What follows belongs to an exercise in optimizing a design on an open flow for small area; a production flow would make more cautious choices.
Only simulation tests tie the RTL to the original design; equivalence was not proved.
Power and IR drop assume default switching activity.

==> flow/design.v <==
module system_bus
	#(parameter DATA_WIDTH = 8,
	parameter ADDR_WIDTH = 14,
	parameter NO_OF_MASTER = 4,
	parameter NO_OF_SLAVE = 8,
	parameter [NO_OF_SLAVE*ADDR_WIDTH-1:0] SLAVE_BASE_ADDR = {14'd10, 14'd20, 14'd30, 14'd40, 14'd50, 14'd60, 14'd70, 14'd80},
	parameter [NO_OF_SLAVE*ADDR_WIDTH-1:0] SLAVE_END_ADDR = {14'd19, 14'd29, 14'd39, 14'd49, 14'd59, 14'd69, 14'd79, 14'd89}
	)
	(
	input clk,
	input reset_n,
	input [ADDR_WIDTH*NO_OF_MASTER-1:0]  addr_avm,
	output [DATA_WIDTH*NO_OF_MASTER-1:0]  readdata_avm,
	input [DATA_WIDTH*NO_OF_MASTER-1:0]  writedata_avm,
	input [NO_OF_MASTER-1:0]  readen_avm,
	input [NO_OF_MASTER-1:0]  writeen_avm,
	output [NO_OF_MASTER-1:0]  readvalid_avm,
	output [NO_OF_MASTER-1:0]  writevalid_avm,
	input [NO_OF_MASTER-1:0]  waitrequest_avm,
	input [4*NO_OF_MASTER-1:0] priority_no,
	output [ADDR_WIDTH*NO_OF_SLAVE-1:0]  addr_avs,
	input [DATA_WIDTH*NO_OF_SLAVE-1:0]  readdata_avs,
	output [DATA_WIDTH*NO_OF_SLAVE-1:0]  writedata_avs,
	output [NO_OF_SLAVE-1:0]  readen_avs,
	output [NO_OF_SLAVE-1:0]  writeen_avs,
	input [NO_OF_SLAVE-1:0]  readvalid_avs,
	input [NO_OF_SLAVE-1:0]  writevalid_avs,
	output reg [NO_OF_SLAVE-1:0]  waitrequest_avs
	);
	genvar i;
	reg [3:0] readen_avm_last, writeen_avm_last;
	reg [7:0] readvalid_avs_last, writevalid_avs_last;
	always @(posedge clk or negedge reset_n)
		if (~reset_n) begin
			readen_avm_last <= 4'b0; writeen_avm_last <= 4'b0;
			readvalid_avs_last <= 8'b0; writevalid_avs_last <= 8'b0;
		end else begin
			readen_avm_last <= readen_avm; writeen_avm_last <= writeen_avm;
			readvalid_avs_last <= readvalid_avs; writevalid_avs_last <= writevalid_avs;
		end
	wire [7:0] rv_rise = readvalid_avs & ~readvalid_avs_last;
	wire [7:0] wv_rise = writevalid_avs & ~writevalid_avs_last;
	wire [7:0] v_rise = rv_rise | wv_rise;
	reg [3:0] master_rel;           
	reg       srel_v;               
	reg [2:0] srel_i;               
	wire [7:0] slave_rel = srel_v ? (8'b1 << srel_i) : 8'b0;
	reg [3:0] readen_avm_reg, writeen_avm_reg;
	always @(posedge clk or negedge reset_n)
		if (~reset_n) begin
			readen_avm_reg <= 4'b0; writeen_avm_reg <= 4'b0;
		end else begin
			readen_avm_reg <= (readen_avm & ~readen_avm_last) | (readen_avm_reg & ~master_rel);
			writeen_avm_reg <= (writeen_avm & ~writeen_avm_last) | (writeen_avm_reg & ~master_rel);
		end
	wire [7:0] mcs [0:3];           
	wire [2:0] mcs_idx [0:3];
	generate
		for (i = 0; i < 4; i = i + 1) begin : DEC
			wire [13:0] a = addr_avm[i*14 +: 14];
			assign mcs[i][0] = (a >= 14'd80) && (a <= 14'd89);
			assign mcs[i][1] = (a >= 14'd70) && (a <= 14'd79);
			assign mcs[i][2] = (a >= 14'd60) && (a <= 14'd69);
			assign mcs[i][3] = (a >= 14'd50) && (a <= 14'd59);
			assign mcs[i][4] = (a >= 14'd40) && (a <= 14'd49);
			assign mcs[i][5] = (a >= 14'd30) && (a <= 14'd39);
			assign mcs[i][6] = (a >= 14'd20) && (a <= 14'd29);
			assign mcs[i][7] = (a >= 14'd10) && (a <= 14'd19);
			assign mcs_idx[i] = {mcs[i][4] | mcs[i][5] | mcs[i][6] | mcs[i][7],
			                     mcs[i][2] | mcs[i][3] | mcs[i][6] | mcs[i][7],
			                     mcs[i][1] | mcs[i][3] | mcs[i][5] | mcs[i][7]};
		end
	endgenerate
	reg [3:0] ls12;                 
	reg [7:0] free_slaves;
	wire [3:0] act1;
	generate
		for (i = 0; i < 4; i = i + 1) begin : ACT1
			assign act1[i] = (readen_avm_reg[i] | writeen_avm_reg[i]) & ~ls12[i] & (|(mcs[i] & free_slaves));
		end
	endgenerate
	wire [15:0] pna = priority_no & {{4{act1[3]}}, {4{act1[2]}}, {4{act1[1]}}, {4{act1[0]}}};
	wire [3:0] any1 = pna[3:0] | pna[7:4] | pna[11:8] | pna[15:12];
	wire [3:0] lvl1 = {any1[3], ~any1[3] & any1[2], ~|any1[3:2] & any1[1], ~|any1[3:1] & any1[0]};
	wire [3:0] top1, oh1;
	assign top1[0] = |(pna[3:0] & lvl1);
	assign oh1[0] = (pna[3:0] == 4'b1000) | (pna[3:0] == 4'b0100) | (pna[3:0] == 4'b0010) | (pna[3:0] == 4'b0001);
	assign top1[1] = |(pna[7:4] & lvl1);
	assign oh1[1] = (pna[7:4] == 4'b1000) | (pna[7:4] == 4'b0100) | (pna[7:4] == 4'b0010) | (pna[7:4] == 4'b0001);
	assign top1[2] = |(pna[11:8] & lvl1);
	assign oh1[2] = (pna[11:8] == 4'b1000) | (pna[11:8] == 4'b0100) | (pna[11:8] == 4'b0010) | (pna[11:8] == 4'b0001);
	assign top1[3] = |(pna[15:12] & lvl1);
	assign oh1[3] = (pna[15:12] == 4'b1000) | (pna[15:12] == 4'b0100) | (pna[15:12] == 4'b0010) | (pna[15:12] == 4'b0001);
	wire [3:0] first1;
	assign first1[0] = top1[0] & ~(top1[1] | top1[2] | top1[3]);
	assign first1[1] = top1[1] & ~(top1[2] | top1[3]);
	assign first1[2] = top1[2] & ~(top1[3]);
	assign first1[3] = top1[3] & ~(1'b0);
	wire g1 = |(first1 & oh1);
	wire [1:0] idx1 = {first1[2] | first1[3], first1[1] | first1[3]};
	wire [1:0] gm1 = g1 ? idx1 : 2'd0;
	reg [1:0] msm;                  
	reg       sdd_v;                
	reg [2:0] sdd_i;                
	reg [7:0] mdm_v;                
	reg [1:0] mdm_m [0:7];          
	wire [2:0] g_slave = mcs_idx[gm1];
	always @(posedge clk or negedge reset_n)
		if (~reset_n) sdd_v <= 1'b0;
		else sdd_v <= g1;
	always @(posedge clk) begin
		msm <= gm1; sdd_i <= g_slave;
	end
	generate
		for (i = 0; i < 8; i = i + 1) begin : MDM
			always @(posedge clk or negedge reset_n)
				if (~reset_n) begin
					mdm_v[i] <= 1'b0; mdm_m[i] <= 2'b0;
				end else if (g1 && g_slave == i) begin
					mdm_v[i] <= 1'b1; mdm_m[i] <= gm1;
				end
		end
	endgenerate
	reg        s2_busy;
	reg [4:0]  s2_cnt;
	reg        s2_w;                
	reg [23:0] sr_m;
	reg [2:0]  cur_tgt;
	reg        cur_ren;
	reg        cur_ok;
	wire m2s = (~s2_w & (s2_cnt[4:1] != 4'd0)) ? sr_m[15] : sr_m[23];
	wire [13:0] sel_addr = addr_avm[msm*14 +: 14];
	wire [7:0]  sel_wd = writedata_avm[msm*8 +: 8];
	wire        sel_ren = readen_avm[msm];
	wire        sel_wen = writeen_avm[msm];
	wire        s2_last = (s2_cnt == {s2_w, ~s2_w, 3'b111});    
	wire        s2_start = ~s2_busy & sdd_v;
	always @(posedge clk or negedge reset_n)
		if (~reset_n) begin
			s2_busy <= 1'b0;
			ls12 <= 4'b0;
			free_slaves <= 8'hff;
		end else begin
			if (s2_start) begin
				s2_busy <= 1'b1;
				ls12 <= (ls12 ^ master_rel) | (4'b1 << msm);
				free_slaves <= (free_slaves | slave_rel) & ~(8'b1 << sdd_i);
			end else begin
				if (s2_busy && s2_last) s2_busy <= 1'b0;
				ls12 <= ls12 ^ master_rel;
				free_slaves <= free_slaves | slave_rel;
			end
		end
	always @(posedge clk) begin
		if (~s2_busy) begin
			s2_cnt <= 5'd0;
			s2_w <= sel_wen;
			sr_m <= {sel_ren, sel_wen, sel_wd, sel_addr};
			cur_ren <= sel_ren;
			cur_tgt <= sdd_i;
		end else begin
			s2_cnt <= s2_cnt + 5'd1;
			sr_m <= {sr_m[22:0], 1'b0};
		end
	end
	reg       ov_act;
	reg [2:0] ov_tgt;
	reg [2:0] ov_cnt;
	wire s2_cnt0 = s2_busy & (s2_cnt == 5'd0);
	wire ov_start = s2_busy & cur_ok & ~s2_w & ~cur_ren & (s2_cnt == 5'd15);
	always @(posedge clk or negedge reset_n)
		if (~reset_n) ov_act <= 1'b0;
		else ov_act <= ov_start | (ov_act & (ov_cnt != 3'd7));
	always @(posedge clk) begin
		if (s2_cnt0) cur_ok <= ~(ov_act & (ov_tgt == cur_tgt));
		if (ov_start) begin
			ov_tgt <= cur_tgt; ov_cnt <= 3'd0;
		end else
			ov_cnt <= ov_cnt + 3'd1;
	end
	wire cur_on = s2_busy & cur_ok;
	wire cur_shift = cur_on & (s2_cnt >= 5'd2) & (~cur_ren | (s2_cnt <= 5'd15));
	wire cur_end = cur_on & (cur_ren ? (s2_cnt == 5'd15) : (s2_w & (s2_cnt == 5'd23)));
	wire ov_end = ov_act & (ov_cnt == 3'd7);
	reg [13:0] addr_avs_reg [0:7];
	reg [7:0]  writedata_avs_reg [0:7];
	reg [7:0]  readen_avs_reg_out, writeen_avs_reg_out;
	reg [7:0]  readvalid_avs_reg, writevalid_avs_reg;
	reg [7:0]  readdata_avs_reg [0:7];
	reg [7:0]  slave_active;
	reg [7:0]  ls34;                
	assign readen_avs = readen_avs_reg_out;
	assign writeen_avs = writeen_avs_reg_out;
	generate
		for (i = 0; i < 8; i = i + 1) begin : SLV
			wire is_cur = (cur_tgt == i);
			wire is_ov = ov_act & (ov_tgt == i);
			wire shift = (cur_shift & is_cur) | is_ov;
			wire endc = cur_end & is_cur;
			wire endo = ov_end & (ov_tgt == i);
			always @(posedge clk or negedge reset_n)
				if (~reset_n) begin
					addr_avs_reg[i] <= 14'b0;
					writedata_avs_reg[i] <= 8'b0;
					readen_avs_reg_out[i] <= 1'b0;
					writeen_avs_reg_out[i] <= 1'b0;
				end else begin
					if (shift) begin
						writedata_avs_reg[i] <= {writedata_avs_reg[i][6:0], addr_avs_reg[i][13]};
						addr_avs_reg[i] <= {addr_avs_reg[i][12:0], m2s};
					end
					if (endc) begin
						readen_avs_reg_out[i] <= cur_ren;
						writeen_avs_reg_out[i] <= s2_w;
					end else if (endo) begin
						readen_avs_reg_out[i] <= 1'b0;
						writeen_avs_reg_out[i] <= 1'b0;
					end else if (~shift) begin
						readen_avs_reg_out[i] <= readen_avs_reg_out[i] & ~readvalid_avs[i];
						writeen_avs_reg_out[i] <= writeen_avs_reg_out[i] & ~writevalid_avs[i];
					end
				end
			assign writedata_avs[i*8 +: 8] = writedata_avs_reg[i];
			assign addr_avs[i*14 +: 14] = addr_avs_reg[i] - SLAVE_BASE_ADDR[i];
			always @(posedge clk or negedge reset_n)
				if (~reset_n) waitrequest_avs[i] <= 1'b0;
				else waitrequest_avs[i] <= v_rise[i];
			always @(posedge clk) begin
				if (v_rise[i]) begin
					readvalid_avs_reg[i] <= readvalid_avs[i];
					writevalid_avs_reg[i] <= writevalid_avs[i];
				end
				if (rv_rise[i]) readdata_avs_reg[i] <= readdata_avs[i*8 +: 8];
			end
		end
	endgenerate
	always @(posedge clk or negedge reset_n)
		if (~reset_n) slave_active <= 8'b0;
		else slave_active <= (slave_active | v_rise) & ~ls34;
	wire [3:0] act_m;
	generate
		for (i = 0; i < 4; i = i + 1) begin : ACTM
			wire [7:0] d;
			genvar j;
			for (j = 0; j < 8; j = j + 1) begin : D
				assign d[j] = slave_active[j] & (mdm_m[j] == i);
			end
			assign act_m[i] = |d;
		end
	endgenerate
	wire [3:0] any3 = (priority_no[15:12] & {4{act_m[3]}}) | (priority_no[11:8] & {4{act_m[2]}}) |
	                  (priority_no[7:4] & {4{act_m[1]}}) | (priority_no[3:0] & {4{act_m[0]}});
	wire [3:0] lvl3 = {any3[3], ~any3[3] & any3[2], ~|any3[3:2] & any3[1], ~|any3[3:1] & any3[0]};
	wire [3:0] tm, ohm;
	generate
		for (i = 0; i < 4; i = i + 1) begin : TM
			wire [3:0] p = priority_no[i*4 +: 4];
			assign tm[i] = |(p & lvl3);
			assign ohm[i] = (p == 4'b1000) | (p == 4'b0100) | (p == 4'b0010) | (p == 4'b0001);
		end
	endgenerate
	wire [7:0] top3;
	generate
		for (i = 0; i < 8; i = i + 1) begin : TOP3
			assign top3[i] = slave_active[i] & tm[mdm_m[i]];
		end
	endgenerate
	wire [2:0] gs3 = top3[7] ? 3'd7 : top3[6] ? 3'd6 : top3[5] ? 3'd5 : top3[4] ? 3'd4 :
	                 top3[3] ? 3'd3 : top3[2] ? 3'd2 : top3[1] ? 3'd1 : 3'd0;
	wire       g3 = |top3 & ohm[mdm_m[gs3]];
	reg       sms_v;                
	reg [2:0] sms_i;                
	always @(posedge clk or negedge reset_n)
		if (~reset_n) sms_v <= 1'b0;
		else sms_v <= g3;
	always @(posedge clk) sms_i <= gs3;
	reg       s4_busy;
	reg [3:0] s4_cnt;
	reg       s4_rd;                
	reg [9:0] sr_s;
	reg [3:0] me;                   
	reg [2:0] tem;                  
	reg       rel_p;                
	wire s2m = sr_s[9];
	wire       sel_rv = readvalid_avs_reg[sms_i];
	wire       sel_wv = writevalid_avs_reg[sms_i];
	wire [7:0] sel_rd = readdata_avs_reg[sms_i];
	wire [3:0] sel_me = mdm_v[sms_i] ? (4'b1 << mdm_m[sms_i]) : 4'b0;
	wire       s4_last = (s4_cnt == {s4_rd, 2'b00, 1'b1});    
	always @(posedge clk or negedge reset_n)
		if (~reset_n) begin
			s4_busy <= 1'b0;
			ls34 <= 8'b0;
			rel_p <= 1'b0;
		end else begin
			rel_p <= s4_busy & s4_last;
			if (~s4_busy) begin
				if (sms_v) begin
					s4_busy <= 1'b1;
					ls34 <= (ls34 ^ slave_rel) | (8'b1 << sms_i);
				end else
					ls34 <= ls34 ^ slave_rel;
			end else begin
				if (s4_last) s4_busy <= 1'b0;
				ls34 <= ls34 ^ slave_rel;
			end
		end
	always @(posedge clk) begin
		if (~s4_busy) begin
			s4_cnt <= 4'd0;
			s4_rd <= sel_rv;
			sr_s <= {sel_rv, sel_wv, sel_rd};
			me <= sel_me;
			tem <= sms_i;
		end else begin
			s4_cnt <= s4_cnt + 4'd1;
			sr_s <= {sr_s[8:0], 1'b0};
		end
	end
	wire [3:0] rel_m = mdm_v[tem] ? (4'b1 << mdm_m[tem]) : 4'b0;
	always @(posedge clk or negedge reset_n)
		if (~reset_n) begin
			master_rel <= 4'b0;
			srel_v <= 1'b0;
		end else begin
			master_rel <= rel_p ? rel_m : 4'b0;
			srel_v <= rel_p;
		end
	always @(posedge clk) srel_i <= tem;
	reg [7:0] readdata_avm_reg [0:3];
	reg [3:0] readvalid_avm_reg_out, writevalid_avm_reg_out;
	assign readvalid_avm = readvalid_avm_reg_out;
	assign writevalid_avm = writevalid_avm_reg_out;
	wire s4_c1 = (s4_cnt == 4'd1);
	wire s4_c2p = (s4_cnt >= 4'd2);
	wire s4_c9 = (s4_cnt == 4'd9);
	generate
		for (i = 0; i < 4; i = i + 1) begin : MST
			wire a = s4_busy & me[i];
			wire hold = readen_avm[i] | writeen_avm[i] | waitrequest_avm[i];
			always @(posedge clk or negedge reset_n)
				if (~reset_n) begin
					readdata_avm_reg[i] <= 8'b0;
					readvalid_avm_reg_out[i] <= 1'b0;
					writevalid_avm_reg_out[i] <= 1'b0;
				end else begin
					if (a & s4_c2p) readdata_avm_reg[i] <= {readdata_avm_reg[i][6:0], s2m};
					readvalid_avm_reg_out[i] <= a ? s4_c9 : (hold & readvalid_avm_reg_out[i]);
					writevalid_avm_reg_out[i] <= a ? (s4_c1 & s2m) : (hold & writevalid_avm_reg_out[i]);
				end
			assign readdata_avm[i*8 +: 8] = readdata_avm_reg[i];
		end
	endgenerate
endmodule
==> flow/flow/run.sh <==
#!/bin/bash
# Standard ORFS layout (standard.sh, unchanged synthesis), except that every
# port is buffered with buf_1 and the clock tree is built without dummy loads.
set -euo pipefail
export BUFFER_PORTS_ARGS="-buffer_cell sky130_fd_sc_hd__buf_1"
export CTS_ARGS="-sink_clustering_enable -repair_clock_nets -dont_use_dummy_load -buf_list sky130_fd_sc_hd__clkbuf_2"

bash standard.sh > standard.log 2>&1
==> flow/standard.sh <==
#!/bin/bash
# synth_recipe.tcl (not shown) runs the flow's synth.tcl, then flattens the netlist and writes it again
# the make line also repeats each setting of config.mk as NAME=value (left out here)
make -C /OpenROAD-flow-scripts/flow DESIGN_CONFIG=/design/flow/config.mk WORK_HOME=/design/flow/orfs CLKGATE_MAP_FILE= SYNTH_SCRIPT=/design/flow/synth_recipe.tcl "${@:-finish}"
==> flow/config.mk <==
export PLATFORM = sky130hd
export DESIGN_NAME = system_bus
export DESIGN_NICKNAME = system_bus
export VERILOG_FILES = /design/flow/design.v
export SDC_FILE = /design/flow/constraint.sdc
export NUM_CORES = 4
export LEC_CHECK = 0
export CAP_MARGIN = 20
export CORE_MARGIN = 2
export CORE_UTILIZATION = 40
export PLACE_DENSITY = 0.6
export SLEW_MARGIN = 20
==> flow/constraint.sdc <==
create_clock -name core_clock -period 7.0 [get_ports {clk}]
set_input_delay 1.4000 -clock core_clock [delete_from_list [all_inputs] [get_ports {clk}]]
set_output_delay 1.4000 -clock core_clock [all_outputs]
set_load 0.01 [all_outputs]
==> flow_metrics.py, run 1 <==
metrics = {
    "timing": {
        "min_period_ps": 4880,
        "setup-violations-final": 0,
        "drv_slew": 0,
        "hold_viol_final": 0,
        "rsz0062_at_grt": "false",
        "holdWs_ps": 323,
        "fin_crit_sh_pct": 69.7,
        "tns_ps": 0,
        "slew_headroom_pct": 26.0,
        "worst_slew_pin_slew_ps": 1110,
        "fmax_mhz": 205,
        "skew_ps": 153,
    },
    "critical_path": {
        "path_max_fanout": 9,
        "crit_path_start": "mdm_m[7][1]",
        "reg2reg_from": "mdm_m[7][1]",
        "rrSetupSlack_ps": 2120,
        "worstSetupEndpointType": "flip-flop",
        "required_ps": 8060,
        "critPathArrivalTime_ps": 5930,
        "crit_path_start_kind": "flip-flop",
        "worstSetupPathType": "reg -> reg",
    },
    "floorplan": {
        "initial_core_util_pct": 40.3,
        "core_mm2": 0.0563,
        "die_w_um": 242,
        "dieArea_mm2": 0.0587,
        "rows": 87,
        "die_y_um": 242,
        "io_pins": 438,
    },
    "synth": {
        "synthDistinctLibCells": 100,
        "synthAdderAreaFrac_pct": 0.606,
        "yosys.area.top_type_share_pct": 36.0,
        "synth_top_area_cell": "dfrtp_1",
        "synth_seq_cells": 489,
        "synth_top_family_by_area": "simple AND/OR/NAND/NOR gates",
        "synth_fp_nets": 2355,
        "async_flop_share_pct": 68.5,
        "ys.flop_type": "dfrtp_1",
        "synth_compound_area_share_pct": 11.2,
        "synth_mux_area_share_pct": 10.6,
        "syn_inst": 2146,
        "synth_area_per_cell_um2": 10.6,
        "synth_edf_count": 97,
        "synthTopCellsByArea": "dfrtp_1, edfxtp_1, nand2_1",
        "synth-seq-area-share_pct": 54.8,
        "syn_area_mm2": 0.0227,
        "synthSimpleGateAreaFrac_pct": 17.7,
        "synth_xor_area_share_pct": 1.85,
        "yosysWarnings": 6,
    },
    "placed_design": {
        "portBuffers": 437,
        "dp.cells": 3253,
        "dp_hpwl_mm": 51.2,
        "finalWeightedCongestion": 0.928,
    },
    "layout": {
        "nFillCells": 5462,
        "final_nets": 2840,
        "area_growth_pct": 13.2,
        "largest_reg_flops": 112,
        "multi_input_area_mm2": 0.00955,
        "final_layout_size_suffix_gt1_share_pct": 13.7,
        "register_area_mm2": 0.0124,
        "final_cells": 3391,
    },
    "clocking": {
        "cts_root_buffer": "clkbuf_2",
        "clkTransAtPathRegs_ps": 90,
        "cts.path.max_buffers": 3,
        "post-cts-setup-buffer-count": 0,
        "hold_buffers": 0,
        "clk_latency_ps": 1290,
        "cts_tree": "built",
        "post_cts_resized": 0,
        "cts.sinks": 489,
        "cts_buffers": 132,
        "h-tree-depth": 4,
    },
    "routing": {
        "wire_per_inst_um": 20.6,
        "ant_nets": 0,
        "dr_wl_met3_mm": 6.02,
        "num_vias": 18585,
        "dr.pass1.iters": 8,
        "drt-total-wl_mm": 70.0,
        "drc": 0,
        "drt_iter0_drc": 1209,
        "highest_layer": "met5",
        "met2WireLength_mm": 33.3,
        "via_per_inst": 5.48,
        "wl_met1_mm": 28.7,
    },
    "power_and_ir_drop": {
        "ir_drop_uv": 127,
        "leakagePower_nw": 11.3,
        "p_int_mw": 4.32,
        "p_seq_share_pct": 54.0,
        "pwr-share-clk_pct": 23.4,
        "power_density_mw_per_mm2": 256,
        "power_switching_share_pct": 34.3,
        "comb_power_share_pct": 22.6,
        "p_switching_mw": 2.26,
    },
    "grt": {
        "grtUsageTotal_pct": 23.9,
        "grt_pass1_wl_mm": 109,
        "overflow": 0,
        "antenna_found_initial": 7,
        "grt_max_degree": 147,
        "grt_pass1_vias": 18770,
    },
    "run": {
        "maxCapViolCount": 0,
    },
    "run_status": {
        "status": "complete, no violations",
    },
    "min_path": {
        "hold_path.class": "in -> async",
    },
}
-- per-stage QoR --
step / worst slack, ps / total power [mW] / cell area [um^2] / util (%)
floorplan: 2160 / 4.49 / 22700 / -
global placement: 1590 / 5.07 / 25000 / 44.5
detailed placement: 1360 / 5.11 / 25000 / 44.5
CTS: 2170 / 6.69 / 25700 / 45.6
global route: 1810 / 7.01 / 25700 / 45.7
finish: 2120 / 6.58 / 25700 / 45.7
-- worst max-delay path, stage by stage, from the launching register on --
cell	delay (ps)
dfrtp_1	640
nor3b_1	120
or4_1	650
o21ai_1	340
and4_1	410
a311oi_1	160
o22ai_2	500
o221ai_2	240
o211ai_1	310
nor3_2	130
a221oi_1	410
o21ai_2	120
o32ai_4	210
mux2i_1	290
o2bb2ai_1	240
-- cell type report --
type                    instances  area share (%)
multi-input cells            1472            37.1
clock buffers                 132            2.57
well taps                     756            3.68
flip-flops and latches        489            48.4
diodes                          6          0.0584
inverters                      84            1.23
repair buffers                452            6.90
-- synth_stat cells, types with 6 or more instances --
cell / instances
a211oi_1: 7
a21o_1: 15
a21oi_1: 56
a221oi_1: 9
a22oi_1: 10
a31oi_1: 15
a32o_1: 17
a41oi_1: 11
and3_1: 11
buf_1: 7
buf_2: 21
clkbuf_1: 68
dfrtp_1: 327
dfstp_2: 8
dfxtp_1: 57
edfxtp_1: 97
ha_1: 11
inv_1: 82
mux2_2: 119
mux2i_1: 16
mux4_2: 38
nand2_1: 511
nand2b_1: 26
nand3_1: 27
nand3b_1: 16
nand4_1: 9
nand4b_1: 6
nor2_1: 133
nor2b_1: 35
nor3_1: 32
nor3b_1: 13
nor4_1: 11
o2111ai_1: 7
o211ai_1: 14
o21ai_0: 80
o22ai_1: 28
o31ai_1: 17
or3_1: 9
or4_1: 7
xnor2_1: 30
xor2_1: 18
-- power groups by stage --
stage               logic (mW)  registers, mW  clock network [mW]
floorplan                0.988           3.50                   0
global placement          1.47           3.60                   0
detailed placement        1.50           3.61                   0
CTS                       1.51           3.55                1.63
global route              1.65           3.60                1.76
finish                    1.48           3.55                1.54
-- logic make-up after synthesis --
family,after synthesis
AO/OA/AOI/OAI,354
XOR/XNOR,48
flip-flops,489
AND/OR/NAND/NOR,884
adder cells (fa/ha/maj),11
multiplexers,175
buffers and inverters,185
-- layout by cell type, fill, tap and decap left out, drive strengths merged, types with 17 or more instances in the layout --
cell / instances
a21oi: 56
mux2: 119
nor2: 134
mux4: 40
clkbuf: 133
nand3: 29
buf: 451
dfxtp: 57
o21ai: 89
dfrtp: 327
xor2: 18
inv: 83
nand2: 512
xnor2: 30
nor3: 34
nor2b: 35
o22ai: 30
nand2b: 26
a32o: 17
edfxtp: 97
o31ai: 18
-- layer usage --
| layer | global-route usage, % | vias up |
|---|---|---|
| met5 | 0 | - |
| met4 | 9.24 | 8 |
| met3 | 7.67 | 145 |
| met2 | 38.2 | 756 |
| met1 | 30.1 | 9153 |
| li1 | - | 8523 |
-- final timing paths --
check                                     endpoint  cells past startpoint
setup / recovery                             sms_v                     14
hold / removal             writedata_avs_reg[2][3]                      1
setup reg to reg                             sms_v                     14
hold reg to reg                             srel_v                      0
max in group asynchronous                 mdm_v[2]                      2
min in group core_clock     readdata_avs_reg[7][0]                      1
==> run 2, diff against run 1 <==
==> flow/flow/run.sh (replaced) <==
#!/bin/bash
# Standard ORFS layout (standard.sh, unchanged synthesis), except that every
# port is buffered with buf_1 and the clock tree is built without dummy loads.
set -euo pipefail
export BUFFER_PORTS_ARGS="-buffer_cell sky130_fd_sc_hd__buf_1"
export CTS_ARGS="-sink_clustering_enable -repair_clock_nets -dont_use_dummy_load -buf_list sky130_fd_sc_hd__clkbuf_8 -sink_clustering_size 30"

bash standard.sh > standard.log 2>&1
==> run 2 against run 1 <==
Effect of this change:
- flip-flop and latch count did not move
- worst hold slack improved by 49 ps
- via count is 1.8% lower
- first-iteration DRC count increased by 2.2%
- synthesized cell count did not move
- design area up 2.0%
- wire length shrank 0.26%
- die area is the same
- sequential share of layout area shrank 0.96 points
- critical path type is now in -> reg
==> flow_metrics.py, run 2 <==
metrics = {
    "run_status": {
        "status": "complete, no violations",
    },
    "critical_path": {
        "critPathArrivalTime_ps": 5610,
        "ff2ff_path_depth": 14,
        "crit_path_start_kind": "primary input",
        "worstSetupEndpointType": "flip-flop",
        "rrSetupSlack_ps": 2120,
        "reg2reg_from": "mdm_m[7][1]",
        "worstSetupPathType": "in -> reg",
        "r2r_end": "sms_v",
        "path_max_fanout": 15,
        "required_ps": 7500,
    },
    "floorplan": {
        "die_w_um": 242,
        "dieArea_mm2": 0.0587,
        "initial_core_util_pct": 40.3,
        "io_pins": 438,
        "rows": 87,
        "core_mm2": 0.0563,
        "die_y_um": 242,
    },
    "synth": {
        "syn_area_mm2": 0.0227,
        "synth_fp_nets": 2355,
        "synth_top_cells_by_count": "nand2_1, dfrtp_1, nor2_1, mux2_2, edfxtp_1",
        "synth_top_area_cell": "dfrtp_1",
        "syn_inst": 2146,
        "yosys.area.top_type_share_pct": 36.0,
        "synth_area_per_cell_um2": 10.6,
        "synthTopCellsByArea": "dfrtp_1, edfxtp_1, nand2_1",
        "synthDistinctLibCells": 100,
        "yosysWarnings": 6,
        "synth_seq_cells": 489,
        "ys.flop_type": "dfrtp_1",
        "yosysMostFrequentCell": "nand2_1",
        "async_flop_share_pct": 68.5,
        "synth_edf_count": 97,
        "synth-seq-area-share_pct": 54.8,
    },
    "layout": {
        "final_cell_mix": "nand2_1, buf_1, dfrtp_1, nor2_1, mux2_2",
        "nFillCells": 5377,
        "final_cells": 3343,
        "final_common_cell": "nand2_1",
        "largest_reg_flops": 112,
        "final_nets": 2794,
        "area_growth_pct": 15.5,
        "final_layout_size_suffix_gt1_share_pct": 12.2,
    },
    "timing": {
        "hold_viol_final": 0,
        "worst_slew_pin_slew_ps": 1150,
        "slew_headroom_pct": 23.4,
        "setup-violations-final": 0,
        "tns_ps": 0,
        "min_period_ps": 5110,
        "rsz0062_at_grt": "false",
        "fin_crit_sh_pct": 73.0,
        "skew_ps": 75.7,
        "fmax_mhz": 196,
        "drv_slew": 0,
    },
    "grt": {
        "grtUsageTotal_pct": 23.6,
        "grt_pass1_vias": 18413,
        "antenna_found_initial": 6,
        "grt_max_degree": 147,
        "grt_pass1_wl_mm": 109,
        "overflow": 0,
    },
    "clocking": {
        "cts.path.max_buffers": 3,
        "cts.sinks": 489,
        "cts_tree": "built",
        "cts_buffers": 86,
        "cts_root_buffer": "clkbuf_8",
        "post-cts-setup-buffer-count": 0,
        "post_cts_resized": 0,
        "h-tree-depth": 3,
        "hold_buffers": 0,
        "clk_latency_ps": 680,
        "clkTransAtPathRegs_ps": 60,
    },
    "placed_design": {
        "dp_hpwl_mm": 51.2,
        "portBuffers": 437,
        "dp.cells": 3253,
        "finalWeightedCongestion": 0.928,
    },
    "routing": {
        "met2WireLength_mm": 33.1,
        "dr_wl_met3_mm": 5.50,
        "drt-total-wl_mm": 69.8,
        "num_vias": 18254,
        "ant_nets": 0,
        "highest_layer": "met5",
        "drt_iter0_drc": 1236,
        "dr.pass1.iters": 5,
        "wl_met1_mm": 29.1,
        "via_per_inst": 5.46,
        "wire_per_inst_um": 20.9,
        "drc": 0,
    },
    "power_and_ir_drop": {
        "leakagePower_nw": 11.4,
        "ir_drop_uv": 151,
        "power_density_mw_per_mm2": 274,
    },
    "min_path": {
        "whs_endpoint": "srel_v",
        "hold_path.startpoint": "rel_p",
        "hold_depth": 0,
        "hold_path.class": "reg -> reg",
    },
    "run": {
        "maxCapViolCount": 0,
    },
}
==> run 2: cell types whose count changed in the layout (fill, tap and decap cells not counted), sizes merged <==
cell / previous run / this run
diode: 6 / 4
clkbuf: 133 / 87
==> run 2: kinds of logic after synthesis <==
kind of cell | share of synthesized area, %
buf+inv | 3.27
simple gates | 17.7
mux | 10.6
flops | 54.8
compound gates | 11.2
fa+ha+maj | 0.606
xor+xnor | 1.85
==> run 2: report_power, final <==
| part | internal (mW) | switching (mW) |
|---|---|---|
| registers | 3.25 | 0.318 |
| clock network | 1.08 | 1.06 |
| logic | 0.591 | 0.895 |
| total | 4.91 | 2.27 |
==> run 2: how the worst max path moves through the flow <==
stage / slack, ps / endpoint / start
final: 1890 / mdm_m[5][0] / addr_avm[44]
after global routing: 1470 / mdm_m[4][1] / addr_avm[17]
after CTS: 2030 / mdm_m[4][1] / addr_avm[44]
after detailed placement: 1360 / mdm_m[4][1] / addr_avm[44]
after global placement: 1590 / mdm_m[5][0] / addr_avm[3]
after floorplan: 2160 / mdm_m[4][0] / addr_avm[15]
==> run 2: metrics by stage <==
step,power [mW],setup WS [ps],cell area [um^2],hold slack [ps],utilization (%)
final,7.19,1890,26200,372,46.6
after global routing,7.59,1470,26200,392,46.6
after CTS,7.27,2030,26200,373,46.6
after detailed placement,5.11,1360,25000,363,44.5
after global placement,5.07,1590,25000,362,44.5
after floorplan,4.49,2160,22700,346,-
==> run 2: final cells by class <==
cell class	count	area, um^2	share of cell area, %
antenna	4	10.0	0.0382
multi-input combinational	1472	9550	36.4
tap	756	946	3.61
clock buffer	86	1180	4.51
sequential	489	12400	47.5
inverter	84	315	1.20
timing repair buffer	452	1770	6.76
==> run 2: critical path, cell delays in order <==
cell and delay, ps:
buf_1 260, nor3_1 450, a21o_1 180, a32oi_1 100, o2111ai_1 410, o211ai_1 230
a41oi_1 290, o31ai_1 150, and2_1 210, nor4b_2 640, nor2_1 270, o21ai_0 180
nand2b_1 160, nor3b_2 290, mux2_2 370
==> run 2: per-layer routing <==
layer	GRT usage, %	vias up
li1	-	8413
met1	30.6	9036
met2	38.3	648
met3	6.68	149
met4	7.66	8
met5	0	-
==> run 3, diff against run 2 <==
==> flow/flow/run.sh (replaced) <==
#!/bin/bash
# ORFS layout through the standard.sh, with three changes to how the
# layout is made:
#  - synthesis maps the logic with an area-oriented ABC script
#    (flow/abc_map.script) in place of ORFS's speed script; everything else
#    in synthesis, including flip-flop mapping, is ORFS's own;
#  - every port is buffered with buf_1 rather than the default buffer;
#  - the clock tree is built from clkbuf_4 without dummy loads.
set -euo pipefail
rm -rf scripts_local
cp -r "$FLOW_HOME/scripts" scripts_local
cp flow/abc_map.script scripts_local/abc_speed.script
export SCRIPTS_DIR="$PWD/scripts_local"
export BUFFER_PORTS_ARGS="-buffer_cell sky130_fd_sc_hd__buf_1"
export CTS_ARGS="-sink_clustering_enable -repair_clock_nets -dont_use_dummy_load -buf_list sky130_fd_sc_hd__clkbuf_4"
bash standard.sh > standard.log 2>&1
==> flow/flow/abc_map.script (new file) <==
strash
dc2
dch -f
map -a
strash
dch -f
map -a
topo
==> run 3 against run 2 <==
Effect of this change:
- worst setup slack lost 1000 ps
- register-to-register slack lost 880 ps
- core utilization grew 0.97 points
- global-route usage grew 1.6 points
- via count grew 10%
- flip-flop and latch count is the same
- largest cell class unchanged
- wire length grew 2.1%
- critical endpoint is now mdm_m[4][0]
- cell count grew 12%
- design area shrank 2.6%
- synthesized cell count grew 13%
- sequential share of layout area grew 1.2 points
- fmax shrank 16%
==> flow_metrics.py, run 3 <==
metrics = {
    "synth": {
        "yosysMostFrequentCell": "nand2_1",
        "syn_area_mm2": 0.0217,
        "syn_inst": 2426,
        "yosysWarnings": 6,
        "synth_area_per_cell_um2": 8.95,
        "synth_top_area_cell": "dfrtp_1",
        "synthDistinctLibCells": 46,
        "synth_fp_nets": 2635,
        "async_flop_share_pct": 68.5,
        "yosys.area.top_type_share_pct": 37.7,
        "synth_edf_count": 97,
        "synthTopCellsByArea": "dfrtp_1, edfxtp_1, nand2_1",
        "synth_top_cells_by_count": "nand2_1, dfrtp_1, clkinv_1, nor2_1, o21ai_0",
        "synth-seq-area-share_pct": 57.3,
        "synth_seq_cells": 489,
        "ys.flop_type": "dfrtp_1",
    },
    "clocking": {
        "hold_buffers": 0,
        "post-cts-setup-buffer-count": 0,
        "cts_root_buffer": "clkbuf_4",
        "h-tree-depth": 4,
        "clk_latency_ps": 940,
        "clkTransAtPathRegs_ps": 60,
        "cts_buffers": 136,
        "cts_tree": "built",
        "post_cts_resized": 0,
        "cts.sinks": 489,
        "cts.path.max_buffers": 3,
    },
    "routing": {
        "drt_iter0_drc": 1544,
        "dr.pass1.iters": 6,
        "drt-total-wl_mm": 71.2,
        "wire_per_inst_um": 19.1,
        "ant_nets": 0,
        "num_vias": 20119,
        "via_per_inst": 5.40,
        "drc": 0,
    },
    "grt": {
        "antenna_found_initial": 7,
        "grt_pass1_vias": 19812,
        "grt_max_degree": 179,
        "overflow": 0,
        "grt_pass1_wl_mm": 110,
        "grtUsageTotal_pct": 25.2,
    },
    "timing": {
        "fin_crit_sh_pct": 87.4,
        "skew_ps": 93.8,
        "fmax_mhz": 163,
        "setup-violations-final": 0,
        "tns_ps": 0,
        "rsz0062_at_grt": "false",
        "hold_viol_final": 0,
        "worst_slew_pin_slew_ps": 1300,
        "drv_slew": 0,
        "min_period_ps": 6120,
        "slew_headroom_pct": 12.7,
    },
    "placed_design": {
        "dp.cells": 3584,
        "finalWeightedCongestion": 0.971,
        "portBuffers": 437,
        "dp_hpwl_mm": 53.0,
    },
    "critical_path": {
        "worstSetupPathType": "in -> reg",
        "rrSetupSlack_ps": 1240,
        "r2r_end": "sms_v",
        "ff2ff_path_depth": 25,
        "slowest_stage": "o21ai_0",
        "worstSetupEndpointType": "flip-flop",
        "crit_path_start": "addr_avm[41]",
        "crit_path_start_kind": "primary input",
        "path_max_fanout": 7,
        "endpoint": "mdm_m[4][0]",
        "crit_top_cell": "nand2_1",
        "crit_buf_inv": 5,
        "critical_path.top_delay_family": "simple AND/OR/NAND/NOR gates",
        "worstSetupPathDepth": 31,
        "cp_slowest_stage_delay_ps": 470,
        "critPathArrivalTime_ps": 6860,
        "reg2reg_from": "mdm_m[7][1]",
        "required_ps": 7740,
    },
    "layout": {
        "final_layout_size_suffix_gt1_share_pct": 6.91,
        "final_cells": 3729,
        "postLayoutCoreUtil_pct": 47.6,
        "area_growth_pct": 17.6,
        "final_cell_mix": "nand2_1, buf_1, dfrtp_1, clkinv_1, nor2_1",
        "final_common_cell": "nand2_1",
        "largest_reg_flops": 112,
        "final_nets": 3237,
    },
    "floorplan": {
        "initial_core_util_pct": 40.4,
        "die_y_um": 237,
        "dieArea_mm2": 0.0562,
        "io_pins": 438,
        "core_mm2": 0.0537,
        "rows": 85,
        "die_w_um": 237,
    },
    "power_and_ir_drop": {
        "p_int_mw": 4.60,
        "leakagePower_nw": 10.6,
        "power_switching_share_pct": 33.7,
        "power_density_mw_per_mm2": 271,
        "p_seq_share_pct": 51.4,
        "pwr-share-clk_pct": 27.8,
        "ir_drop_uv": 129,
        "comb_power_share_pct": 20.7,
        "p_switching_mw": 2.33,
    },
    "run_status": {
        "status": "complete, no violations",
    },
    "min_path": {
        "hold_path.class": "reg -> reg",
    },
    "run": {
        "maxCapViolCount": 0,
    },
}
==> run 3: how the worst min path moves through the flow <==
| stage | from | cells past startpoint | end | slack, ps |
|---|---|---|---|---|
| after floorplan | rel_p | 0 | srel_v | 350 |
| after global placement | rel_p | 0 | srel_v | 380 |
| after detailed placement | rel_p | 0 | srel_v | 380 |
| after CTS | rel_p | 0 | srel_v | 370 |
| after global routing | rel_p | 0 | srel_v | 390 |
| final | rel_p | 0 | srel_v | 370 |
==> run 3: cell type report <==
type	count	area (um^2)
repair buffers	464	1900
well taps	696	871
clock buffers	136	1020
fillers	5324	28200
inverters	316	1190
flip-flops and latches	489	12400
multi-input cells	1621	8110
diodes	7	17.5
==> run 3: power by group through the flow <==
| stage | clock [mW] | sequential (mW) | combinational (mW) |
|---|---|---|---|
| global placement | 0 | 3.61 | 1.40 |
| CTS | 2.01 | 3.56 | 1.42 |
| global route | 2.15 | 3.60 | 1.59 |
| floorplan | 0 | 3.56 | 0.801 |
| finish | 1.93 | 3.57 | 1.44 |
| detailed placement | 0 | 3.61 | 1.42 |
==> run 3: kinds of logic after synthesis <==
kind of cell    share of synthesized area (%)
buf+inv                                  5.46
simple gates                             20.0
flops                                    57.3
xor+xnor                                0.927
mux                                     0.507
compound gates                           15.1
fa+ha+maj                               0.634
==> run 3: per-layer routing <==
layer / routed length, um / global-route usage (%) / share of wire [%] / vias to the layer above
li1: - / - / - / 9583
met1: 29700 / 31.7 / 42 / 9633
met2: 34000 / 41.3 / 48 / 768
met3: 5870 / 7.66 / 8.2 / 129
met4: 1630 / 8.98 / 2.3 / 6
met5: 44 / 0 / 0.062 / -
==> run 3: per-stage QoR <==
step	hold WS, ps	worst slack [ps]	cell area [um^2]	power, mW
4_1_cts	371	1060	25500	7.00
5_1_grt	388	231	25500	7.35
3_5_place_dp	377	105	24500	5.03
2_1_floorplan	354	945	21700	4.36
3_3_place_gp	384	328	24500	5.00
6_report	371	880	25500	6.93
==> run 4, diff against run 3 <==
--- a/flow/flow/run.sh
+++ b/flow/flow/run.sh
@@ -6,5 +6,5 @@
 #    in synthesis, including flip-flop mapping, is ORFS's own;
 #  - every port is buffered with buf_1 rather than the default buffer;
-#  - the clock tree is built from clkbuf_4 without dummy loads.
+#  - the clock tree is built from clkbuf_2 without dummy loads.
 set -euo pipefail
 rm -rf scripts_local
@@ -13,4 +13,4 @@
 export SCRIPTS_DIR="$PWD/scripts_local"
 export BUFFER_PORTS_ARGS="-buffer_cell sky130_fd_sc_hd__buf_1"
-export CTS_ARGS="-sink_clustering_enable -repair_clock_nets -dont_use_dummy_load -buf_list sky130_fd_sc_hd__clkbuf_4"
+export CTS_ARGS="-sink_clustering_enable -repair_clock_nets -dont_use_dummy_load -buf_list \"sky130_fd_sc_hd__clkbuf_2 sky130_fd_sc_hd__clkbuf_4\""
 bash standard.sh > standard.log 2>&1
==> flow/flow/abc_map.script (replaced) <==
&get -n
&st
&syn2
&dch -f
&nf -a -R 1000 -F 4 -A 4
&put
&get -n
&st
&syn2
&dch -f
&nf -a -R 1000 -F 4 -A 4
&put
==> run 4 against run 3 <==
Effect of this change:
- global-route usage decreased by 2.4 points
- worst setup slack got worse by 180 ps
- register-to-register slack got worse by 540 ps
- core utilization increased by 0.29 points
- worst hold slack improved by 32 ps
- area after synthesis decreased by 2.2%
- first-iteration DRC count decreased by 19%
- total power decreased by 0.56%
- non-clock buffer count increased by 9
- combinational power decreased by 3%
- critical path type is now reg -> reg
- highest routed layer unchanged
==> flow_metrics.py, run 4 <==
metrics = {
    "run_status": {
        "status": "complete, no violations",
    },
    "grt": {
        "grtUsageTotal_pct": 22.8,
        "grt_pass1_wl_mm": 95.8,
        "overflow": 0,
        "grt_pass1_vias": 16985,
        "grt_max_degree": 160,
        "antenna_found_initial": 7,
    },
    "placed_design": {
        "dp_hpwl_mm": 45.4,
        "place_area_mm2": 0.0241,
        "portBuffers": 437,
        "finalWeightedCongestion": 0.952,
    },
    "synth": {
        "synth_top_area_cell": "dfrtp_1",
        "yosys.area.top_type_share_pct": 38.5,
        "yosysMostFrequentCell": "dfrtp_1",
        "syn_area_mm2": 0.0212,
        "synth-seq-area-share_pct": 58.6,
        "synthDistinctLibCells": 58,
        "async_flop_share_pct": 68.5,
        "synth_seq_cells": 489,
        "syn_inst": 1772,
        "yosysWarnings": 6,
        "synth_top_cells_by_count": "dfrtp_1, nand2_1, mux2_1, nor2_1, edfxtp_1",
        "synth_fp_nets": 1981,
        "synth_edf_count": 97,
        "synthTopCellsByArea": "dfrtp_1, edfxtp_1, mux2_1",
        "synth_area_per_cell_um2": 12.0,
        "ys.flop_type": "dfrtp_1",
    },
    "critical_path": {
        "slowest_stage": "a211oi_1",
        "worstSetupEndpointType": "flip-flop",
        "crit_path_cell_trace": "nor3b_1 > nor4_1 > a21oi_1 > a211oi_1 > nand2b_1 > nand3_1 > o21ai_0 > nand2_1 > nand3_1 > nand2_1 > a221oi_1 > and3_1 > clkinv_1 > nor3_1 > clkinv_1 > nor2_1 > nand2_1 > o21ai_0 > and2_0 > o32a_1 > mux2i_1 > mux2i_1 > a41oi_1",
        "worstSetupPathType": "reg -> reg",
        "crit_top_cell": "nand2_1",
        "crit_buf_inv": 2,
        "critPathArrivalTime_ps": 7050,
        "reg2reg_from": "slave_active[0]",
        "critical_path.top_delay_family": "simple AND/OR/NAND/NOR gates",
        "crit_path_start_kind": "flip-flop",
        "path_max_fanout": 9,
        "rrSetupSlack_ps": 700,
        "r2r_end": "sms_v",
        "cp_slowest_stage_delay_ps": 750,
        "ff2ff_path_depth": 23,
        "required_ps": 7750,
    },
    "timing": {
        "rsz0062_at_grt": "false",
        "setup-violations-final": 0,
        "worst_slew_pin_slew_ps": 1090,
        "slew_headroom_pct": 27.1,
        "skew_ps": 81.4,
        "fin_crit_sh_pct": 90.0,
        "min_period_ps": 6300,
        "hold_viol_final": 0,
        "fmax_mhz": 159,
        "drv_slew": 0,
    },
    "power_and_ir_drop": {
        "leakagePower_nw": 10.8,
        "pwr-share-clk_pct": 28.1,
        "p_total_mw": 6.89,
        "ir_drop_uv": 129,
        "comb_power_share_pct": 20.1,
        "p_switching_mw": 2.24,
        "p_seq_share_pct": 51.8,
        "p_int_mw": 4.65,
        "power_switching_share_pct": 32.6,
        "power_density_mw_per_mm2": 274,
    },
    "floorplan": {
        "die_w_um": 234,
        "core_mm2": 0.0526,
        "rows": 84,
        "die_y_um": 234,
        "initial_core_util_pct": 40.4,
        "dieArea_mm2": 0.0550,
        "io_pins": 438,
    },
    "clocking": {
        "post-cts-setup-buffer-count": 0,
        "cts.sinks": 489,
        "clkTransAtPathRegs_ps": 60,
        "cts_root_buffer": "clkbuf_4",
        "cts_buffers": 136,
        "clk_latency_ps": 930,
        "post_cts_resized": 0,
        "hold_buffers": 0,
        "cts_tree": "built",
        "h-tree-depth": 4,
        "cts.path.max_buffers": 3,
    },
    "layout": {
        "final_nets": 2592,
        "largest_reg_flops": 112,
        "final_cell_mix": "buf_1, dfrtp_1, nand2_1, mux2_1, nor2_1",
        "final_common_cell": "buf_1",
        "final_layout_size_suffix_gt1_share_pct": 9.45,
        "nFillCells": 4995,
        "fin_area_mm2": 0.0251,
        "area_growth_pct": 18.4,
    },
    "routing": {
        "drt_iter0_drc": 1257,
        "wire_per_inst_um": 20.2,
        "ant_nets": 0,
        "drt-total-wl_mm": 62.2,
        "drc": 0,
        "via_per_inst": 5.44,
        "dr.pass1.iters": 8,
        "num_vias": 16733,
    },
    "min_path": {
        "hold_path.class": "reg -> reg",
        "hold_depth": 1,
        "hold_path.startpoint": "sr_m[21]",
        "whs_endpoint": "sr_m[22]",
    },
    "run": {
        "maxCapViolCount": 0,
    },
}
## run 4: logic make-up after synthesis
family                   synth area share (%)
multiplexers                             15.7
adder cells (fa/ha/maj)                 0.648
AO/OA/AOI/OAI                            8.98
flip-flops                               58.6
AND/OR/NAND/NOR                          13.1
buffers and inverters                    1.13
XOR/XNOR                                 1.90
## run 4: power groups by stage
stage,combinational [mW],clock (mW),sequential [mW]
2_1_floorplan,0.815,0,3.55
3_3_place_gp,1.35,0,3.60
3_5_place_dp,1.38,0,3.62
4_1_cts,1.39,2.03,3.56
5_1_grt,1.55,2.17,3.61
6_report,1.39,1.94,3.57
## run 4: through the flow
| step | instances | utilization [%] | hold WS [ps] | TNS, ps | setup slack, ps |
|---|---|---|---|---|---|
| 5_1_grt | 3075 | 47.9 | 410 | 0 | 168 |
| 6_report | 3076 | 47.9 | 403 | 0 | 697 |
| 2_1_floorplan | 1772 | - | 347 | 0 | 109 |
| 4_1_cts | 3069 | 47.8 | 408 | 0 | 859 |
| 3_3_place_gp | 2932 | 45.8 | 402 | 0 | 154 |
| 3_5_place_dp | 2933 | 45.9 | 409 | -47.2 | -25.1 |
## run 4: worst max path at each step
| stage | cells past startpoint | start | end | slack (ps) |
|---|---|---|---|---|
| global placement | 26 | addr_avm[55] | mdm_m[3][0] | 150 |
| floorplan | 22 | addr_avm[55] | mdm_m[3][0] | 110 |
| finish | 23 | slave_active[0] | sms_v | 700 |
| CTS | 23 | slave_active[0] | sms_v | 860 |
| global route | 25 | mdm_m[1][0] | sms_v | 170 |
| detailed placement | 27 | addr_avm[55] | mdm_m[1][0] | -30 |
## run 4: layout make-up
class                           instances  area, um^2  share of cell area [%]
Tap cell                              688         861                    3.42
Inverter                               64         240                   0.955
Sequential cell                       489       12400                    49.5
Antenna cell                            7        17.5                  0.0697
Timing Repair Buffer                  473        1940                    7.73
Multi-Input combinational cell       1219        8620                    34.3
Clock buffer                          136        1020                    4.06
## run 4: layer usage
metal  share of wire (%)  track usage, %
met2                  48            36.4
met1                  41            28.4
met3                 8.6            8.53
met4                 2.1            8.10
met5               0.026               0
## run 4: worst reg2reg max path: stages (launching register included)
cell and delay, ps:
dfrtp_1 490, nor3b_1 200, nor4_1 660, a21oi_1 150, a211oi_1 750, nand2b_1 200, nand3_1 70, o21ai_0 170
nand2_1 270, nand3_1 150, nand2_1 60, a221oi_1 290, and3_1 270, clkinv_1 90, nor3_1 630, clkinv_1 270
nor2_1 240, nand2_1 70, o21ai_0 80, and2_0 140, o32a_1 300, mux2i_1 230, mux2i_1 130, a41oi_1 230
==> run 5, diff against run 4 <==
--- a/flow/flow/run.sh
+++ b/flow/flow/run.sh
@@ -13,4 +13,4 @@
 export SCRIPTS_DIR="$PWD/scripts_local"
 export BUFFER_PORTS_ARGS="-buffer_cell sky130_fd_sc_hd__buf_1"
-export CTS_ARGS="-sink_clustering_enable -repair_clock_nets -dont_use_dummy_load -buf_list \"sky130_fd_sc_hd__clkbuf_2 sky130_fd_sc_hd__clkbuf_4\""
+export CTS_ARGS="-sink_clustering_enable -repair_clock_nets -dont_use_dummy_load -buf_list sky130_fd_sc_hd__clkbuf_2"
 bash standard.sh > standard.log 2>&1
==> flow/flow/abc_map.script (replaced) <==
&get -n
&st
&syn2
&dch -f
&nf -a -R 1000
&put
&get -n
&st
&syn2
&dch -f
&nf -a -R 1000
&put
==> run 5 against run 4 <==
Effect of this change:
- still clean
- sequential share of layout area up 0.51 points
- clock skew rose by 78 ps
- design area fell by 1.0%
- wire length is 4.0% higher
- cell count increased by 2.2%
- worst setup slack improved by 390 ps
- sequential power is 2% higher
- clock power fell by about 20%
- combinational power is 16% higher
- critical endpoint unchanged
==> flow_metrics.py, run 5 <==
metrics = {
    "layout": {
        "area_growth_pct": 16.2,
        "final_cell_mix": "buf_1, dfrtp_1, nand2_1, mux2_1, nor2_1",
        "fin_area_mm2": 0.0249,
        "final_layout_size_suffix_gt1_share_pct": 8.41,
        "largest_reg_flops": 112,
        "final_common_cell": "buf_1",
        "final_cells": 3145,
        "final_nets": 2660,
    },
    "timing": {
        "setup_ws_ps": 1080,
        "drv_slew": 0,
        "fmax_mhz": 169,
        "skew_ps": 159,
        "setup-violations-final": 0,
        "min_period_ps": 5920,
        "rsz0062_at_grt": "false",
        "tns_ps": 0,
        "worst_slew_pin_slew_ps": 1070,
        "fin_crit_sh_pct": 84.5,
        "slew_headroom_pct": 28.7,
        "hold_viol_final": 0,
    },
    "power_and_ir_drop": {
        "p_seq_share_pct": 53.5,
        "pwr-share-clk_pct": 23.0,
        "comb_power_share_pct": 23.6,
        "p_total_mw": 6.80,
        "p_switching_mw": 2.44,
        "ir_drop_uv": 146,
        "power_density_mw_per_mm2": 273,
        "power_switching_share_pct": 35.9,
        "leakagePower_nw": 10.7,
        "p_int_mw": 4.36,
    },
    "grt": {
        "grt_pass1_wl_mm": 101,
        "overflow": 0,
        "grt_pass1_vias": 17804,
        "grt_max_degree": 161,
        "antenna_found_initial": 9,
        "grtUsageTotal_pct": 23.4,
    },
    "synth": {
        "synth-seq-area-share_pct": 58.1,
        "synthTopCellsByArea": "dfrtp_1, edfxtp_1, mux2_1",
        "yosys.area.top_type_share_pct": 38.2,
        "yosysWarnings": 6,
        "yosysMostFrequentCell": "dfrtp_1",
        "synth_area_per_cell_um2": 11.6,
        "synth_seq_cells": 489,
        "synth_top_cells_by_count": "dfrtp_1, nand2_1, mux2_1, nor2_1, edfxtp_1",
        "synth_top_area_cell": "dfrtp_1",
        "async_flop_share_pct": 68.5,
        "syn_area_mm2": 0.0214,
        "ys.flop_type": "dfrtp_1",
        "synth_edf_count": 97,
        "synthDistinctLibCells": 60,
        "syn_inst": 1852,
        "synth_fp_nets": 2061,
    },
    "placed_design": {
        "finalWeightedCongestion": 0.935,
        "dp_hpwl_mm": 47.3,
        "place_area_mm2": 0.0242,
        "dp.cells": 3001,
        "pre_cts_ws_ps": 12.4,
        "portBuffers": 437,
    },
    "routing": {
        "via_per_inst": 5.46,
        "wire_per_inst_um": 20.6,
        "ant_nets": 0,
        "drt_iter0_drc": 1248,
        "drt-total-wl_mm": 64.7,
        "num_vias": 17180,
        "dr.pass1.iters": 5,
        "drc": 0,
    },
    "floorplan": {
        "initial_core_util_pct": 40.6,
        "dieArea_mm2": 0.0554,
        "core_mm2": 0.0528,
        "die_w_um": 235,
        "io_pins": 438,
        "die_y_um": 235,
        "rows": 84,
    },
    "clocking": {
        "clk_latency_ps": 1270,
        "cts_tree": "built",
        "cts.sinks": 489,
        "cts_buffers": 134,
        "post-cts-setup-buffer-count": 0,
        "h-tree-depth": 4,
        "post_cts_resized": 0,
        "clkTransAtPathRegs_ps": 90,
        "cts.path.max_buffers": 3,
        "cts_root_buffer": "clkbuf_2",
        "hold_buffers": 0,
    },
    "run": {
        "maxCapViolCount": 0,
    },
    "critical_path": {
        "worstSetupPathType": "reg -> reg",
        "critPathArrivalTime_ps": 6980,
        "required_ps": 8070,
        "worstSetupEndpointType": "flip-flop",
        "path_max_fanout": 9,
        "crit_path_start_kind": "flip-flop",
    },
    "min_path": {
        "hold_path.class": "in -> async",
    },
    "run_status": {
        "status": "complete, no violations",
    },
}
[run 5: cell types whose count changed after synthesis, sizes merged, moves of 8 or more]
cell | before | now
mux2 | 217 | 208
clkinv | 64 | 76
a21oi | 64 | 76
o21ai | 77 | 93
o22ai | 23 | 31
nand2 | 223 | 271
mux2i | 17 | 9
[run 5: layout make-up]
class	instances	area, um^2
timing repair buffer	463	1860
clock buffer	134	671
multi-input combinational	1287	8750
sequential	489	12500
tap	688	861
antenna	8	20.0
inverter	76	285
fill	4971	27900
[run 5: per-stage QoR]
step / utilization (%) / hold WS [ps]
floorplan: - / 348
global placement: 45.8 / 403
detailed placement: 45.8 / 404
CTS: 47.1 / 95.2
global route: 47.2 / 202
finish: 47.2 / 241
[run 5: power by group through the flow]
stage,Sequential [mW],Clock [mW],Combinational (mW)
after floorplan,3.61,0,0.948
after global placement,3.69,0,1.55
after detailed placement,3.70,0,1.59
after CTS,3.64,1.64,1.60
after global routing,3.68,1.77,1.79
final,3.64,1.56,1.61
[run 5: final timing paths]
path                             startpoint                    end  slack [ps]  cells after the start
max                             mdm_m[3][1]                  sms_v        1080                     22
min in group core_clock    readvalid_avs[1]  readvalid_avs_last[1]         290                      1
max in group asynchronous           reset_n     waitrequest_avs[7]        5320                      2
min                                 reset_n     addr_avs_reg[0][9]         240                      1
max reg2reg                     mdm_m[3][1]                  sms_v        1080                     22
min reg2reg                        sr_m[18]               sr_m[19]         320                      2
[run 5: worst max-delay path, cell delays in order, from the launching register on]
cell and delay (ps):
dfrtp_1 460, clkinv_1 310, nand2_1 130, o32ai_1 80, a221oi_1 310, nand2_1 190
a222oi_1 360, a21boi_0 210, buf_4 190, nand2_1 60, nor3_1 340, nand2_1 110
nand2_1 300, o21ai_0 110, o21ai_0 290, a22oi_1 180, o21ai_0 710, a22o_1 230
nand2_1 60, a2bb2oi_1 420, mux2_1 390, mux2i_1 210, nor2_1 120
[run 5: per-layer routing]
layer  track usage [%]  vias to the layer above  wire length [um]
met1              29.1                     8390             26600
met5                 0                        -                53
met2              37.7                      677             30600
li1                  -                     7973                 -
met3              7.95                      132              5630
met4              9.15                        8              1830
[run 5: cells by family (layout without fill, tap and decap cells)]
| kind of cell | Yosys count | in the layout | share of synthesized area [%] |
|---|---|---|---|
| adders and majority gates | 11 | 11 | 0.642 |
| other | 0 | 8 | 0 |
| DFF | 489 | 489 | 58.1 |
| buffers and inverters | 76 | 673 | 1.33 |
| AOI/OAI and AO/OA | 357 | 357 | 10.8 |
| and+or+nand+nor | 633 | 633 | 13.2 |
| muxes | 244 | 244 | 14.2 |
| xor gates and xnor gates | 42 | 42 | 1.72 |
==> run 6, diff against run 5 <==
--- a/flow/flow/run.sh
+++ b/flow/flow/run.sh
@@ -13,4 +13,4 @@
 export SCRIPTS_DIR="$PWD/scripts_local"
 export BUFFER_PORTS_ARGS="-buffer_cell sky130_fd_sc_hd__buf_1"
-export CTS_ARGS="-sink_clustering_enable -repair_clock_nets -dont_use_dummy_load -buf_list sky130_fd_sc_hd__clkbuf_2"
+export CTS_ARGS="-sink_clustering_enable -repair_clock_nets -dont_use_dummy_load -buf_list sky130_fd_sc_hd__clkbuf_2 -root_buf sky130_fd_sc_hd__clkbuf_8"
 bash standard.sh > standard.log 2>&1
==> flow/flow/abc_map.script (replaced) <==
&get -n
&st
&syn2
&dch -f
&nf -a -R 1000 -F 4 -A 4
&put
&get -n
&st
&syn2
&dch -f
&nf -a -R 1000 -F 4 -A 4
&put
==> run 6 against run 5 <==
Effect of this change:
- clock skew is 20 ps lower
- total power is 4.5% lower
- still clean
- via count is 2.9% lower
- flip-flop and latch count stayed put
==> flow_metrics.py, run 6 <==
metrics = {
    "run_status": {
        "status": "complete, no violations",
    },
    "routing": {
        "dr.pass1.iters": 6,
        "drc": 0,
        "wire_per_inst_um": 20.2,
        "drt-total-wl_mm": 62.0,
        "drt_iter0_drc": 1311,
        "num_vias": 16683,
        "ant_nets": 0,
        "via_per_inst": 5.43,
    },
    "grt": {
        "grt_max_degree": 160,
        "grtUsageTotal_pct": 22.8,
        "grt_pass1_vias": 16989,
        "antenna_found_initial": 5,
        "grt_pass1_wl_mm": 95.6,
        "overflow": 0,
    },
    "synth": {
        "synth_area_per_cell_um2": 12.0,
        "synth_compound_area_share_pct": 8.98,
        "synth_seq_cells": 489,
        "async_flop_share_pct": 68.5,
        "ys.flop_type": "dfrtp_1",
        "synth_top_family_by_area": "multiplexers",
        "syn_inst": 1772,
        "synth_mux_area_share_pct": 15.7,
        "synth-seq-area-share_pct": 58.6,
        "syn_area_mm2": 0.0212,
        "synth_fp_nets": 1981,
        "synthAdderAreaFrac_pct": 0.648,
        "yosysWarnings": 6,
        "synth_top_cells_by_count": "dfrtp_1, nand2_1, mux2_1, nor2_1, edfxtp_1",
        "synth_edf_count": 97,
        "yosys.area.top_type_share_pct": 38.5,
        "synth_top_area_cell": "dfrtp_1",
        "synthSimpleGateAreaFrac_pct": 13.1,
        "synth_xor_area_share_pct": 1.90,
        "synthDistinctLibCells": 58,
        "yosysMostFrequentCell": "dfrtp_1",
        "synthTopCellsByArea": "dfrtp_1, edfxtp_1, mux2_1",
    },
    "timing": {
        "tns_ps": 0,
        "fmax_mhz": 157,
        "min_period_ps": 6350,
        "drv_slew": 0,
        "setup_ws_ps": 647,
        "slew_headroom_pct": 26.9,
        "rsz0062_at_grt": "false",
        "setup-violations-final": 0,
        "worst_slew_pin_slew_ps": 1090,
        "skew_ps": 139,
        "hold_viol_final": 0,
        "fin_crit_sh_pct": 90.8,
        "holdWs_ps": 365,
    },
    "critical_path": {
        "rrSetupSlack_ps": 750,
        "ff2ff_path_depth": 23,
        "crit_path_start_kind": "primary input",
        "worstSetupEndpointType": "flip-flop",
        "crit_top_cell": "nand2_1",
        "reg2reg_from": "slave_active[0]",
        "cp_slowest_stage_delay_ps": 560,
        "required_ps": 7600,
        "endpoint": "mdm_m[1][0]",
        "r2r_end": "sms_v",
        "critPathArrivalTime_ps": 6950,
        "path_max_fanout": 6,
        "slowest_stage": "a211oi_1",
        "crit_path_start": "addr_avm[7]",
        "worstSetupPathType": "in -> reg",
    },
    "floorplan": {
        "die_y_um": 234,
        "dieArea_mm2": 0.0550,
        "rows": 84,
        "io_pins": 438,
        "initial_core_util_pct": 40.4,
        "core_mm2": 0.0526,
        "die_w_um": 234,
    },
    "power_and_ir_drop": {
        "ir_drop_uv": 120,
        "power_density_mw_per_mm2": 262,
        "leakagePower_nw": 10.8,
        "p_total_mw": 6.50,
    },
    "clocking": {
        "h-tree-depth": 4,
        "clk_latency_ps": 820,
        "post_cts_resized": 0,
        "clkTransAtPathRegs_ps": 110,
        "cts.path.max_buffers": 3,
        "post-cts-setup-buffer-count": 0,
        "hold_buffers": 0,
        "cts_tree": "built",
        "cts_buffers": 135,
        "cts.sinks": 489,
        "cts_root_buffer": "clkbuf_8",
    },
    "run": {
        "maxCapViolCount": 0,
    },
    "layout": {
        "final_common_cell": "buf_1",
        "final_cells": 3073,
        "largest_reg_flops": 112,
        "area_growth_pct": 16.8,
        "final_cell_mix": "buf_1, dfrtp_1, nand2_1, mux2_1, nor2_1",
        "final_layout_size_suffix_gt1_share_pct": 9.45,
        "nFillCells": 5031,
        "final_nets": 2591,
        "register_area_mm2": 0.0124,
        "multi_input_area_mm2": 0.00862,
    },
    "min_path": {
        "hold_path.class": "reg -> reg",
    },
    "placed_design": {
        "pre_cts_ws_ps": -25.1,
        "finalWeightedCongestion": 0.952,
        "dp.cells": 2933,
        "portBuffers": 437,
        "dp_hpwl_mm": 45.4,
    },
}
## run 6: power breakdown
part | switching, mW | leakage, nW | internal [mW] | total (mW)
Combinational | 0.856 | 4.36 | 0.524 | 1.38
Clock | 1.04 | 0.564 | 0.511 | 1.55
Sequential | 0.327 | 5.86 | 3.24 | 3.56
## run 6: worst max-delay path, delay by kind of cell
family          cells  cell delay (ps)
mux                 1              350
compound gates     10             2640
simple gates       11             1920
buf+inv             4              610
## run 6: final cells by class
cell class                 instances  share of cell area (%)
antenna                            5                  0.0504
clock buffer                     135                    2.76
inverter                          64                   0.968
multi-input combinational       1219                    34.7
sequential                       489                    50.2
tap                              688                    3.47
timing repair buffer             473                    7.83
## run 6: worst min path at each step
stage	from	endpoint	slack (ps)	cells past startpoint
floorplan	rel_p	srel_v	350	0
global placement	readen_avm_last[2]	readen_avm_reg[2]	400	1
detailed placement	sr_m[8]	sr_m[9]	410	2
CTS	sr_m[13]	sr_m[14]	390	2
global route	sr_m[13]	sr_m[14]	370	2
finish	sr_m[21]	sr_m[22]	360	1
## run 6: cells by family (layout without fill, tap and decap cells)
logic type,after synthesis,in the layout
buf+inv,64,672
other cells,0,5
flops,489,489
compound gates,295,295
xor+xnor,46,46
fa+ha+maj,11,11
simple gates,601,601
mux,266,266
## run 6: layer usage
layer  GRT usage, %  vias up  share of wire, %
met4           8.22        2               2.1
met3           8.22      105               8.6
met5              0        -             0.026
met1           28.3     8167                41
li1               -     7745                 -
met2           36.5      664                48
## run 6: stage by stage
step / util (%) / area, um^2
after floorplan: - / 21200
after global routing: 47.2 / 24800
after detailed placement: 45.9 / 24100
after global placement: 45.8 / 24100
final: 47.2 / 24800
after CTS: 47.2 / 24800

## what the ideal ports hide
How much do the figures lean on ideal ports? The routed layouts below were timed once more, with nothing changed but the port constraints.
Step 1 sets driving cells, clkbuf_16 on the clock port and buf_2 on the other inputs (assumed; they add their load-dependent delay and slew).
Step 2 times the ports against the registers' clock, not the clock port: input delays grow and output delays shrink by t, the midpoint of the rising clock arrivals with the driver on.
a / b / c = ideal / step 1 / step 2; a / b = the first two.
run	shift t [ns]	setup slack, ns	worst setup path at the end
run 1	1.249	2.123 / 2.122 / 1.204	input to register
run 2	0.695	1.888 / 1.925 / 1.230	input to register
run 3	0.954	0.880 / 0.911 / -0.043	input to register
run 4	0.935	0.697 / 0.697 / -0.105	input to register
run 5	1.248	1.083 / 1.083 / -0.106	input to register
run 6	0.787	0.647 / 0.676 / -0.111	input to register
Met with ideal ports but missed after step 2: setup timing in run 3, run 4, run 5 and run 6. The setup slack of run 5, which loses most, moves by 0.000 ns with the drivers and by -1.189 ns with both steps.
